This is an optimization exercise on Yosys and OpenROAD, whose aim is small area and a short achievable clock period, not a production implementation. The RTL was checked by simulation tests, not by an equivalence proof against the original design.

## exp/xenon
Design synchronous_fifo, start of the top module:
module synchronous_fifo#(parameter FIFO_WIDTH = 32, NO_OF_ELEMENTS = 32, FIFO_DEPTH = $clog2(NO_OF_ELEMENTS))
(	input clk, resetn, w_en, r_en,
	input [FIFO_WIDTH-1:0] d_in,
	output [FIFO_WIDTH-1:0] d_out,
	output full, empty
	);
	localparam N = NO_OF_ELEMENTS;
	reg [FIFO_WIDTH-1:0] d_out_reg;
	reg [FIFO_WIDTH-1:0] mem [N-1:0];
	reg [3:0] w_lo;                  
	reg [N/4-1:0] w_hi;              
	reg [N-1:0] r_sel;               
	reg [FIFO_DEPTH-1:0] count;      
	reg nfull_i, empty_i;            
	reg full_o, nempty_o;            
	wire wr = w_en & nfull_i;
	wire rd = r_en & ~empty_i;
	wire one_left = (count == 1);
	wire one_free = (count == N-1);
	reg [FIFO_WIDTH-1:0] rdata;
	integer k;
	always @(*) begin
		rdata = 0;
		for (k = 0; k < N; k = k + 1)
			rdata = rdata | (mem[k] & {FIFO_WIDTH{r_sel[k]}});
	end
	genvar i;
	generate
		for (i = 0; i < N; i = i + 1) begin : g_word
			always @(posedge clk)
				if (wr & w_lo[i % 4] & w_hi[i / 4])
					mem[i] <= d_in;
		end
	endgenerate
	always @(posedge clk or negedge resetn) begin
		if (~resetn) begin
			w_lo <= 1;
			w_hi <= 1;
			r_sel <= 1;
			count <= 0;
			nfull_i <= 1'b1;
			empty_i <= 1'b1;
			full_o <= 1'b0;
			nempty_o <= 1'b0;
			d_out_reg <= 0;
		end else begin
  ...
Size in the first run: ~2,200 cells after synthesis, about 1,100 flip-flops, roughly 70 I/O pins, about 40,000 um^2 of cells after synthesis.
Settings: LEC_CHECK=0, CAP_MARGIN=20, CORE_MARGIN=2, CORE_UTILIZATION=70, CTS_BUF_LIST=sky130_fd_sc_hd__clkbuf_8, SETUP_SLACK_MARGIN=1.4, SLEW_MARGIN=20; clock period 3.3 ns.
run.sh (not shown) runs the stock make flow with config.mk's settings and CLKGATE_MAP_FILE= SYNTH_SCRIPT=/design/flow/synth_recipe.tcl, a recipe that flattens the netlist after the stock synthesis.
exp/xenon ended with every stage complete and zero timing, DRC or antenna violations.
Inputs modified between exp/xenon and exp/delta:
==> flow/flow/run.sh (new file) <==
#!/bin/bash
set -e
cp standard.sh standard.sh.txt
export CTS_ARGS="-sink_clustering_enable -repair_clock_nets -dont_use_dummy_load"
bash standard.sh > standard.log 2>&1
==> flow/standard.sh (new file) <==
#!/bin/bash
# synth_recipe.tcl (not shown) runs the flow's synth.tcl, then flattens the netlist and writes it again
# the make line also repeats each setting of config.mk as NAME=value (left out here)
make -C /OpenROAD-flow-scripts/flow DESIGN_CONFIG=/design/flow/config.mk WORK_HOME=/design/flow/orfs CLKGATE_MAP_FILE= SYNTH_SCRIPT=/design/flow/synth_recipe.tcl "${@:-finish}"
-- flow/config.mk --
<<< exp/xenon, line 9
export CORE_MARGIN = 2
export CORE_UTILIZATION = 70
export CTS_BUF_LIST = sky130_fd_sc_hd__clkbuf_8
export SETUP_SLACK_MARGIN = 1.4
>>> exp/delta, line 9
export CORE_MARGIN = 2
export CORE_UTILIZATION = 62
export SETUP_SLACK_MARGIN = 1.4
removed: flow/run.sh
## What came out
- Every stage of the flow completed for exp/delta, and the final layout passed the timing, DRC and antenna checks.
- Routed wire length deteriorates in exp/delta relative to exp/xenon.
- Re flip-flop and latch count after synthesis: no difference whatsoever between exp/xenon and exp/delta.
- From exp/xenon to exp/delta the numbers moved as follows: sequential share of layout area climbed 0.95 points; vertical die dimension climbed 6.2%.
The following lists how exp/lagoon was set up differently from exp/delta:
-- flow/config.mk --
<<< exp/delta, line 9
export CORE_MARGIN = 2
export CORE_UTILIZATION = 62
export SETUP_SLACK_MARGIN = 1.4
export SLEW_MARGIN = 20
>>> exp/lagoon, line 9
export CORE_MARGIN = 2
export CORE_UTILIZATION = 70
export SETUP_SLACK_MARGIN = 1.5
export SLEW_MARGIN = 20
--- outcome ---
- Delta (exp/lagoon minus exp/delta): sequential share of layout area now sits lower; slew at the pin with the worst max-slew slack now sits lower; worst reg2reg path depth now sits lower; multi-input logic area now sits higher; post-synthesis instance area now sits at about the same level.
Input changes introduced in exp/raven (baseline for comparison: exp/lagoon):
-- flow/config.mk --
<<< exp/lagoon, line 10
export CORE_UTILIZATION = 70
export SETUP_SLACK_MARGIN = 1.5
export SLEW_MARGIN = 20
>>> exp/raven, line 10
export CORE_UTILIZATION = 70
export SETUP_SLACK_MARGIN = 1.4
export SLEW_MARGIN = 20
==> run summary <==
exp/raven vs. exp/lagoon: final cycle utilization of the critical path increased by 0.30 points relative to the old numbers; final cell count dropped about 4%; average routed wire per standard cell lost 3.8 um. The higher peak supply drop of exp/lagoon and exp/raven is in exp/raven.


synchronous_fifo again, from the RTL that the note above started with.
## synchronous_fifo
module synchronous_fifo#(parameter FIFO_WIDTH = 32, NO_OF_ELEMENTS = 32, FIFO_DEPTH = $clog2(NO_OF_ELEMENTS))
(	input clk, resetn, w_en, r_en,
	input [FIFO_WIDTH-1:0] d_in,
	output [FIFO_WIDTH-1:0] d_out,
	output full, empty
	);
export LEC_CHECK = 0
export CAP_MARGIN = 20
export CORE_MARGIN = 2
export CORE_UTILIZATION = 74
export SETUP_SLACK_MARGIN = 1.4
export SLEW_MARGIN = 20
create_clock -name core_clock -period 3.3 [get_ports {clk}]
standard.sh (not shown) runs the stock make flow with config.mk's settings and CLKGATE_MAP_FILE= SYNTH_SCRIPT=/design/flow/synth_recipe.tcl, a recipe that flattens the netlist after the stock synthesis.
==> flow/flow/run.sh <==
#!/bin/bash
set -e
cp standard.sh standard.sh.txt
export CTS_ARGS="-sink_clustering_enable -repair_clock_nets -dont_use_dummy_load"
bash standard.sh > standard.log 2>&1
The baseline ran to the end with no violations.
Edit:
==> flow/run.sh (new file) <==
#!/bin/bash
# synth_recipe.tcl (not shown) runs the flow's synth.tcl, then flattens the netlist and writes it again
# the make line also repeats each setting of config.mk as NAME=value (left out here)
make -C /OpenROAD-flow-scripts/flow DESIGN_CONFIG=/design/flow/config.mk WORK_HOME=/design/flow/orfs CLKGATE_MAP_FILE= SYNTH_SCRIPT=/design/flow/synth_recipe.tcl finish
Settings changed: CORE_UTILIZATION 74 to 85.
removed: flow/flow/run.sh
removed: flow/standard.sh
- Now the flow failed in clock tree synthesis
- area after synthesis is unchanged
- synthesized cell count stays the same
Edit:
Settings changed: CORE_UTILIZATION 85 to 70, SETUP_SLACK_MARGIN 1.4 to 1.3.
Effect: The new run finished with timing, DRC and antenna clean. Synthesized area does not change. Synthesized cell count does not change.
Edit:
Settings changed: CORE_UTILIZATION 70 to 78, SETUP_SLACK_MARGIN 1.3 to 1.45.
Now the flow failed in global routing, error GRT-0232.
Synthesized area is unchanged.
Synthesized cell count stays the same.
Edit:
Settings changed: CORE_UTILIZATION 78 to 50, SETUP_SLACK_MARGIN 1.45 to 1.8.
=>
- With this change the flow went through all stages and came out clean
- synthesized area is unchanged
- synthesized cell count is unchanged

==> re-timing with driven ports <==
The flow's constraints put no driver on any port. The routed layouts listed below were extracted and timed again, unchanged, in two steps.
Step 1: set_driving_cell puts a clkbuf_16 on clk and a buf_2 on each other input, an assumption about the parent block.
Step 2 adds t to the input delays and takes it off the output delays; t is the mean of the earliest and latest rising clock arrival at the registers after step 1. Input paths then give back, and output paths get back, about the clock's delay inside the block.
Slacks: ideal / step 1 / step 2; pairs: ideal / step 1.
run | t (ns) | slack for setup (ns) | hold WS [ns] | clock arrival spread, ns
exp/xenon | 0.878 | 1.218 / 1.159 / 0.689 | 0.355 / 0.315 / 0.477 | 0.040 / 0.040
exp/delta | 0.718 | 1.356 / 1.285 / 0.757 | 0.071 / 0.025 / 0.485 | 0.042 / 0.042
exp/lagoon | 0.732 | 1.404 / 1.343 / 0.995 | 0.065 / 0.029 / 0.508 | 0.060 / 0.061
exp/raven | 0.703 | 1.394 / 1.334 / 0.732 | 0.120 / 0.085 / 0.484 | 0.047 / 0.047
the first run of note 2 | 0.713 | 1.343 / 1.322 / 0.677 | 0.058 / 0.022 / 0.470 | 0.048 / 0.048
the third run of note 2 | 0.724 | 1.305 / 1.258 / 0.658 | 0.082 / 0.045 / 0.484 | 0.026 / 0.027
the fifth run of note 2 | 0.754 | 1.307 / 1.236 / 0.722 | 0.032 / -0.013 / 0.514 | 0.037 / 0.037
After both steps setup and hold are still met in every run listed. For the first run of note 2, which loses most, drivers alone change the setup slack by -0.021 ns; drivers and shift together by -0.666 ns.
